Background: an optimization exercise with open tools, aiming at small area and a short achievable clock period. Do not read the settings as production practice.
At most, simulation tests tie the RTL to the original design; equivalence was not proved.
The clock input has no modelled driver; a real chip could not lean on it and would need a root buffer or a full tree.

==> wip/sierra <==
Design mac_unit, start of the top module:
module mac_unit(input clk,en,clr,
                input [15:0]a,b,
                output [39:0]c);
==> flow/config.mk <==
export PLATFORM = sky130hd
export DESIGN_NAME = mac_unit
export DESIGN_NICKNAME = mac_unit
export VERILOG_FILES = /design/flow/design.v
export SDC_FILE = /design/flow/constraint.sdc
export NUM_CORES = 4
export LEC_CHECK = 0
export CAP_MARGIN = 20
export CORE_MARGIN = 2
export CORE_UTILIZATION = 40
export SLEW_MARGIN = 20
export SYNTH_HIERARCHICAL = 1
export SYNTH_MINIMUM_KEEP_SIZE = 0
==> flow/constraint.sdc <==
create_clock -name core_clock -period 13.5 [get_ports {clk}]
set_input_delay 2.7000 -clock core_clock [delete_from_list [all_inputs] [get_ports {clk}]]
set_output_delay 2.7000 -clock core_clock [all_outputs]
set_load 0.01 [all_outputs]
standard.sh (not shown) runs the stock make flow with config.mk's settings and CLKGATE_MAP_FILE= SYNTH_SCRIPT=/design/flow/synth_recipe.tcl, a recipe that flattens the netlist after the stock synthesis.
==> flow/flow/run.sh <==
#!/bin/bash
# The standard layout (standard.sh), with these changes:
#  - every port gets a buf_1 buffer (ORFS's buffer_ports with -buffer_cell);
#  - after CTS (flow/clocktree.tcl) the clock tree is rebuilt as two balanced
#    levels of inverters (4 inv_6 on the clock port, 8 inv_12 driving the flip-flops);
#  - setup repair aims for 9.80 ns of slack at the design's clock period, and
#    does not remove buffers (so every port keeps its buffer).
# ORFS writes each step's full log under orfs/logs/; make's own output goes to standard.log.
export BUFFER_PORTS_ARGS="-buffer_cell sky130_fd_sc_hd__buf_1"
export PRE_RESIZE_TCL=$PWD/flow/sizes.tcl
export POST_CTS_TCL=$PWD/flow/clocktree.tcl
export SETUP_SLACK_MARGIN=9.80
export SKIP_BUFFER_REMOVAL=1
bash standard.sh > standard.log 2>&1
==> flow/flow/clocktree.tcl <==
set block [ord::get_db_block]
set db [ord::get_db]
set leafm [$db findMaster sky130_fd_sc_hd__inv_12]
set rootm [$db findMaster sky130_fd_sc_hd__inv_6]
set clk_net [$block findNet clk]

set ffs {}
foreach inst [$block getInsts] {
  if {[string match "sky130_fd_sc_hd__df*" [[$inst getMaster] getName]]} {
    lappend ffs $inst
  }
}
# remove the CTS buffers, its dummy loads, and its nets
set old_nets {}
foreach inst [$block getInsts] {
  if {[string match "clkload*" [$inst getName]]} {
    odb::dbInst_destroy $inst
  } elseif {[string match "clkbuf_*_clk" [$inst getName]]} {
    set onet [[$inst findITerm X] getNet]
    if {$onet != "NULL"} { lappend old_nets $onet }
    odb::dbInst_destroy $inst
  }
}
foreach ff $ffs {
  set it [$ff findITerm CLK]
  set n [$it getNet]
  if {$n != "NULL" && [$n getName] != "clk"} { $it disconnect }
}
foreach n $old_nets {
  if {[llength [$n getITerms]] == 0} { odb::dbNet_destroy $n }
}
if {[llength [$clk_net getITerms]] != 0} { error "clock port still drives cells" }

proc ffx {ff} { return [lindex [$ff getLocation] 0] }
proc ffy {ff} { return [lindex [$ff getLocation] 1] }
proc split2 {l axis} {
  set s [lsort -command [list apply {{axis a b} {expr {[ff$axis $a] - [ff$axis $b]}}} $axis] $l]
  set h [expr {[llength $s] / 2}]
  return [list [lrange $s 0 [expr {$h - 1}]] [lrange $s $h end]]
}
proc centroid {l} {
  set sx 0; set sy 0
  foreach ff $l { set sx [expr {$sx + [ffx $ff]}]; set sy [expr {$sy + [ffy $ff]}] }
  return [list [expr {$sx / [llength $l]}] [expr {$sy / [llength $l]}]]
}
proc add_buf {block master name loc in_net out_name} {
  set buf [odb::dbInst_create $block $master $name]
  $buf setLocation {*}$loc
  $buf setPlacementStatus PLACED
  [$buf findITerm A] connect $in_net
  set net [odb::dbNet_create $block $out_name]
  $net setSigType CLOCK
  [$buf findITerm Y] connect $net
  return $net
}
set quads {}
foreach half [split2 $ffs x] { lappend quads {*}[split2 $half y] }
set k 0
foreach q $quads {
  set rnet [add_buf $block $rootm "clkroot_$k" [centroid $q] $clk_net "clknet_root_$k"]
  set j 0
  foreach part [split2 $q x] {
    set lnet [add_buf $block $leafm "clkleaf_${k}_$j" [centroid $part] $rnet "clknet_leaf_${k}_$j"]
    foreach ff $part { [$ff findITerm CLK] connect $lnet }
    puts "clock inverter clkleaf_${k}_$j drives [llength $part] flip-flops"
    incr j
  }
  incr k
}

detailed_placement
check_placement -verbose
estimate_parasitics -placement
report_clock_skew
==> flow/flow/sizes.tcl <==
# Sizes of the output buffers (made by buffer_ports, named output*) and of the
# accumulator flip-flops that drive them.
foreach inst [get_cells {output*}] {
  replace_cell $inst sky130_fd_sc_hd__buf_1
}
foreach inst [get_cells {a1.acc*}] {
  replace_cell $inst sky130_fd_sc_hd__dfxtp_1
}
# the input buffers of en and clr, which drive the accumulator's control gates
foreach port {en clr} {
  foreach inst [get_cells -of_objects [get_nets $port]] {
    replace_cell $inst sky130_fd_sc_hd__buf_8
  }
}
foreach inst [get_cells {m1.ra* m1.rb*}] {
  replace_cell $inst sky130_fd_sc_hd__dfxtp_4
}
==> wip/maple: changes against wip/sierra <==
--- a/flow/design.v
+++ b/flow/design.v
@@ -24,12 +24,17 @@
 assign y=a|b;
 endmodule
 module mux2_1(input h,s,e1,e0,
               output d);
 assign d=(e1&s)|(e0&h);
 endmodule
+module acc_ctl(input en,clr,
+               output e1,e0);
+assign e1=en&~clr;
+assign e0=~(en|clr);
+endmodule
 module mul_16x16(input clk,
                  input [15:0]a,
                  input [15:0]b,
                  output [31:0]c);
 reg [15:0]ra,rb;
 reg [55:0]s2;      
@@ -1078,19 +1083,24 @@
 wire pp71 = p0[36] & pp44;
 wire gg72 = g0[38] | (p0[38] & gg53);
 wire pp72 = p0[38] & pp53;
 wire [39:0]cy={gg72, gg53, gg71, gg44, gg70, gg52, gg69, gg38, gg68, gg51, gg67, gg43, gg66, gg50, gg65, gg39, gg64, gg49, gg63, gg42, gg62, gg48, gg61, gg36, gg60, gg47, gg59, gg41, gg58, gg46, gg57, gg31, gg56, gg45, gg55, gg21, gg54, gg1, g0[0], 1'b0};
 wire [39:0]sum=p0^cy;
 wire [39:0]d;
-wire e1=en&~clr;     
-wire e0=~(en|clr);   
+wire [3:0]e1,e0;     
 genvar i;
 generate
+ for (i=0;i<4;i=i+1)
+  begin : ctl
+   acc_ctl k(en,clr,e1[i],e0[i]);
+  end
+endgenerate
+generate
  for (i=0;i<40;i=i+1)
   begin : sel
-   mux2_1 m(acc[i],sum[i],e1,e0,d[i]);
+   mux2_1 m(acc[i],sum[i],e1[i/10],e0[i/10],d[i]);
   end
 endgenerate
 always @(posedge clk)
   acc <= d;
 assign c = acc;
 endmodule
==> flow/flow/run.sh (replaced) <==
#!/bin/bash
# The standard layout (standard.sh), with these changes:
#  - every port gets a buf_1 buffer (ORFS's buffer_ports with -buffer_cell);
#  - after CTS (flow/clocktree.tcl) the clock tree is rebuilt as two balanced
#    levels of clkbuf_16 buffers (4 on the clock port, 8 driving the flip-flops);
#  - setup repair aims for 9.85 ns of slack at the design's clock period, and
#    does not remove buffers (so every port keeps its buffer); it may resize a
#    cell to one of another footprint (MATCH_CELL_FOOTPRINT=0).
# ORFS writes each step's full log under orfs/logs/; make's own output goes to standard.log.
export BUFFER_PORTS_ARGS="-buffer_cell sky130_fd_sc_hd__buf_1"
export PRE_RESIZE_TCL=$PWD/flow/sizes.tcl
export POST_CTS_TCL=$PWD/flow/clocktree.tcl
export SETUP_SLACK_MARGIN=9.85
export SKIP_BUFFER_REMOVAL=1
export MATCH_CELL_FOOTPRINT=0
bash standard.sh > standard.log 2>&1
--- a/flow/flow/clocktree.tcl
+++ b/flow/flow/clocktree.tcl
@@ -1,10 +1,14 @@
+# Two-level clock tree in place of the one CTS builds: the clock port drives four
+# clkbuf_16 buffers, one per quadrant of the flip-flops, and each of these drives
+# two clkbuf_16 buffers, one per half of its quadrant, which drive the flip-flops'
+# clock pins. The groups are cut at median coordinates, so every flip-flop's clock
+# goes through two equal buffers.
 set block [ord::get_db_block]
 set db [ord::get_db]
-set leafm [$db findMaster sky130_fd_sc_hd__inv_12]
-set rootm [$db findMaster sky130_fd_sc_hd__inv_6]
+set bufm [$db findMaster sky130_fd_sc_hd__clkbuf_16]
 set clk_net [$block findNet clk]
 
 set ffs {}
 foreach inst [$block getInsts] {
   if {[string match "sky130_fd_sc_hd__df*" [[$inst getMaster] getName]]} {
     lappend ffs $inst
@@ -40,32 +44,32 @@
 }
 proc centroid {l} {
   set sx 0; set sy 0
   foreach ff $l { set sx [expr {$sx + [ffx $ff]}]; set sy [expr {$sy + [ffy $ff]}] }
   return [list [expr {$sx / [llength $l]}] [expr {$sy / [llength $l]}]]
 }
-proc add_buf {block master name loc in_net out_name} {
-  set buf [odb::dbInst_create $block $master $name]
+proc add_buf {block bufm name loc in_net out_name} {
+  set buf [odb::dbInst_create $block $bufm $name]
   $buf setLocation {*}$loc
   $buf setPlacementStatus PLACED
   [$buf findITerm A] connect $in_net
   set net [odb::dbNet_create $block $out_name]
   $net setSigType CLOCK
-  [$buf findITerm Y] connect $net
+  [$buf findITerm X] connect $net
   return $net
 }
 set quads {}
 foreach half [split2 $ffs x] { lappend quads {*}[split2 $half y] }
 set k 0
 foreach q $quads {
-  set rnet [add_buf $block $rootm "clkroot_$k" [centroid $q] $clk_net "clknet_root_$k"]
+  set rnet [add_buf $block $bufm "clkroot_$k" [centroid $q] $clk_net "clknet_root_$k"]
   set j 0
   foreach part [split2 $q x] {
-    set lnet [add_buf $block $leafm "clkleaf_${k}_$j" [centroid $part] $rnet "clknet_leaf_${k}_$j"]
+    set lnet [add_buf $block $bufm "clkleaf_${k}_$j" [centroid $part] $rnet "clknet_leaf_${k}_$j"]
     foreach ff $part { [$ff findITerm CLK] connect $lnet }
-    puts "clock inverter clkleaf_${k}_$j drives [llength $part] flip-flops"
+    puts "clock buffer clkleaf_${k}_$j drives [llength $part] flip-flops"
     incr j
   }
   incr k
 }
 
 detailed_placement
==> flow/flow/sizes.tcl (replaced) <==
# Sizes of the output buffers (made by buffer_ports, named output*) and of the
# accumulator flip-flops that drive them.
foreach inst [get_cells {output*}] {
  replace_cell $inst sky130_fd_sc_hd__buf_4
}
foreach inst [get_cells {a1.acc*}] {
  replace_cell $inst sky130_fd_sc_hd__dfxtp_4
}
# the input buffers of en and clr, which drive the accumulator's control gates
foreach port {en clr} {
  foreach inst [get_cells -of_objects [get_nets $port]] {
    replace_cell $inst sky130_fd_sc_hd__buf_2
  }
}
foreach inst [get_cells {m1.ra* m1.rb*}] {
  replace_cell $inst sky130_fd_sc_hd__dfxtp_4
}
==> wip/onyx: changes against wip/sierra <==
==> flow/flow/run.sh (replaced) <==
#!/bin/bash
# The standard layout (standard.sh), with these changes:
#  - every port gets a buf_1 buffer (ORFS's buffer_ports with -buffer_cell);
#  - before the resize step (flow/sizes.tcl) the output buffers become buf_2 and
#    the accumulator flip-flops that drive them dfxtp_2;
#  - after CTS (flow/clocktree.tcl) the clock tree is rebuilt as two balanced
#    levels of clkbuf_16 buffers (4 on the clock port, 8 driving the flip-flops);
#  - setup repair aims for 9.90 ns of slack at the design's clock period, and
#    does not remove buffers (so every port keeps its buffer).
# ORFS writes each step's full log under orfs/logs/; make's own output goes to standard.log.
export BUFFER_PORTS_ARGS="-buffer_cell sky130_fd_sc_hd__buf_1"
export PRE_RESIZE_TCL=$PWD/flow/sizes.tcl
export POST_CTS_TCL=$PWD/flow/clocktree.tcl
export SETUP_SLACK_MARGIN=9.90
export SKIP_BUFFER_REMOVAL=1
bash standard.sh > standard.log 2>&1
==> flow/flow/clocktree.tcl (replaced) <==
# Two-level clock tree in place of the one CTS builds: the clock port drives four
# clkbuf_16 buffers, one per quadrant of the flip-flops, and each of these drives
# two clkbuf_16 buffers, one per half of its quadrant, which drive the flip-flops'
# clock pins. The groups are cut at median coordinates, so every flip-flop's clock
# goes through two equal buffers.
set block [ord::get_db_block]
set db [ord::get_db]
set bufm [$db findMaster sky130_fd_sc_hd__clkbuf_16]
set clk_net [$block findNet clk]

set ffs {}
foreach inst [$block getInsts] {
  if {[string match "sky130_fd_sc_hd__df*" [[$inst getMaster] getName]]} {
    lappend ffs $inst
  }
}
# remove the CTS buffers and their nets
set old_nets {}
foreach inst [$block getInsts] {
  if {[string match "clkbuf_*_clk" [$inst getName]]} {
    set onet [[$inst findITerm X] getNet]
    if {$onet != "NULL"} { lappend old_nets $onet }
    odb::dbInst_destroy $inst
  }
}
foreach ff $ffs {
  set it [$ff findITerm CLK]
  set n [$it getNet]
  if {$n != "NULL" && [$n getName] != "clk"} { $it disconnect }
}
foreach n $old_nets {
  if {[llength [$n getITerms]] == 0} { odb::dbNet_destroy $n }
}
if {[llength [$clk_net getITerms]] != 0} { error "clock port still drives cells" }

proc ffx {ff} { return [lindex [$ff getLocation] 0] }
proc ffy {ff} { return [lindex [$ff getLocation] 1] }
proc split2 {l axis} {
  set s [lsort -command [list apply {{axis a b} {expr {[ff$axis $a] - [ff$axis $b]}}} $axis] $l]
  set h [expr {[llength $s] / 2}]
  return [list [lrange $s 0 [expr {$h - 1}]] [lrange $s $h end]]
}
proc centroid {l} {
  set sx 0; set sy 0
  foreach ff $l { set sx [expr {$sx + [ffx $ff]}]; set sy [expr {$sy + [ffy $ff]}] }
  return [list [expr {$sx / [llength $l]}] [expr {$sy / [llength $l]}]]
}
proc add_buf {name loc in_net out_name} {
  global block bufm
  set buf [odb::dbInst_create $block $bufm $name]
  $buf setLocation {*}$loc
  $buf setPlacementStatus PLACED
  [$buf findITerm A] connect $in_net
  set net [odb::dbNet_create $block $out_name]
  $net setSigType CLOCK
  [$buf findITerm X] connect $net
  return $net
}
set quads {}
foreach half [split2 $ffs x] { lappend quads {*}[split2 $half y] }
set k 0
foreach q $quads {
  set rnet [add_buf "clkroot_$k" [centroid $q] $clk_net "clknet_root_$k"]
  set j 0
  foreach part [split2 $q x] {
    set lnet [add_buf "clkleaf_${k}_$j" [centroid $part] $rnet "clknet_leaf_${k}_$j"]
    foreach ff $part { [$ff findITerm CLK] connect $lnet }
    puts "clock buffer clkleaf_${k}_$j drives [llength $part] flip-flops"
    incr j
  }
  incr k
}

detailed_placement
check_placement -verbose
estimate_parasitics -placement
report_clock_skew
==> flow/flow/sizes.tcl (replaced) <==
# Sizes of the output buffers (made by buffer_ports, named output*) and of the
# accumulator flip-flops that drive them.
foreach inst [get_cells {output*}] {
  replace_cell $inst sky130_fd_sc_hd__buf_2
}
foreach inst [get_cells {a1.acc*}] {
  replace_cell $inst sky130_fd_sc_hd__dfxtp_2
}
==> wip/nickel: changes against wip/sierra <==
==> flow/flow/run.sh (replaced) <==
#!/bin/bash
# The standard layout (standard.sh), with these changes:
#  - every port gets a buf_1 buffer (ORFS's buffer_ports with -buffer_cell);
#  - after CTS (flow/clocktree.tcl) the clock tree is rebuilt as two balanced
#    levels of inverters (4 inv_6 on the clock port, 8 inv_12 driving the flip-flops);
#  - setup repair keeps the standard target (0 ns of slack), and
#    does not remove buffers (so every port keeps its buffer).
# ORFS writes each step's full log under orfs/logs/; make's own output goes to standard.log.
export BUFFER_PORTS_ARGS="-buffer_cell sky130_fd_sc_hd__buf_1"
export PRE_RESIZE_TCL=$PWD/flow/sizes.tcl
export POST_CTS_TCL=$PWD/flow/clocktree.tcl
export SETUP_SLACK_MARGIN=0
export SKIP_BUFFER_REMOVAL=1
bash standard.sh > standard.log 2>&1
==> comparison table <==
item                                                                           wip/onyx         wip/sierra          wip/maple         wip/nickel
Run status                                                       stopped before the end  timing/DRC/antenna clean  timing/DRC/antenna clean  timing/DRC/antenna clean
Failing step                                                                    4_1_cts                  -                  -                  -
Final RePlAce weighted congestion                                                 0.830              0.832              0.854              0.839
Number of logic stages on the critical path including buffering                       -                  7                  7                  7
GRT Residual Overflow                                                                 -                  0                  0                  0
Final Core Density                                                                    -              43.3%              45.4%              43.0%
Depth of the worst hold-timing path                                                   -                  0                  0                  0
Count of mapped cells out of synthesis                                             1101               1101               1107               1101
Routing usage on met3                                                                 -              2.99%              3.18%              2.78%
WHS Endpoint                                                                          -  m1.p4[20]$_DFF_P_  m1.p4[17]$_DFF_P_  m1.p4[18]$_DFF_P_
Register share of the cell area                                                       -              30.4%              29.8%              30.4%
Endpoint required time on the critical path                                           -           13.53 ns           13.68 ns           13.54 ns
Inverters excl. clock                                                                 -                 72                 60                 72
Post-route antenna net violation count                                                -                  0                  0                  0
Die Y-Extent                                                                     179 um             179 um             179 um             179 um
Dpl cells                                                                          1499               1499               1505               1501
Count of cell types in the netlist                                                   45                 45                 47                 45
The RTL of wip/maple was laid out without a check of its function. In wip/sierra, wip/maple and wip/nickel the design's own scripts or RTL, not TritonCTS, make the clock network.

re-timing with driven ports:
No port has a modelled driver above. Below, the same layouts with a new extraction and two added sets of constraints.
Step 1 assumes that a clkbuf_16 drives the clock port and a buf_2 every other input.
Step 2 times the ports against the registers' clock, not the clock port: input delays grow and output delays shrink by t, the midpoint of the rising clock arrivals with the driver on.
Slacks: ideal / step 1 / step 2; pairs: ideal / step 1.
run | t (ns) | setup WS [ns] | worst setup path at the end | pins driven straight from the clock port
wip/sierra | 0.272 | 9.909 / 9.909 / 9.800 | input to register | 4
wip/maple | 0.385 | 9.958 / 9.916 / 9.731 | input to register | 4
wip/nickel | 0.271 | 9.991 / 9.915 / 9.837 | input to register | 4
After both steps every run listed still meets setup and hold. The setup slack of wip/maple, which loses most, moves by -0.042 ns with the drivers and by -0.227 ns with both steps.
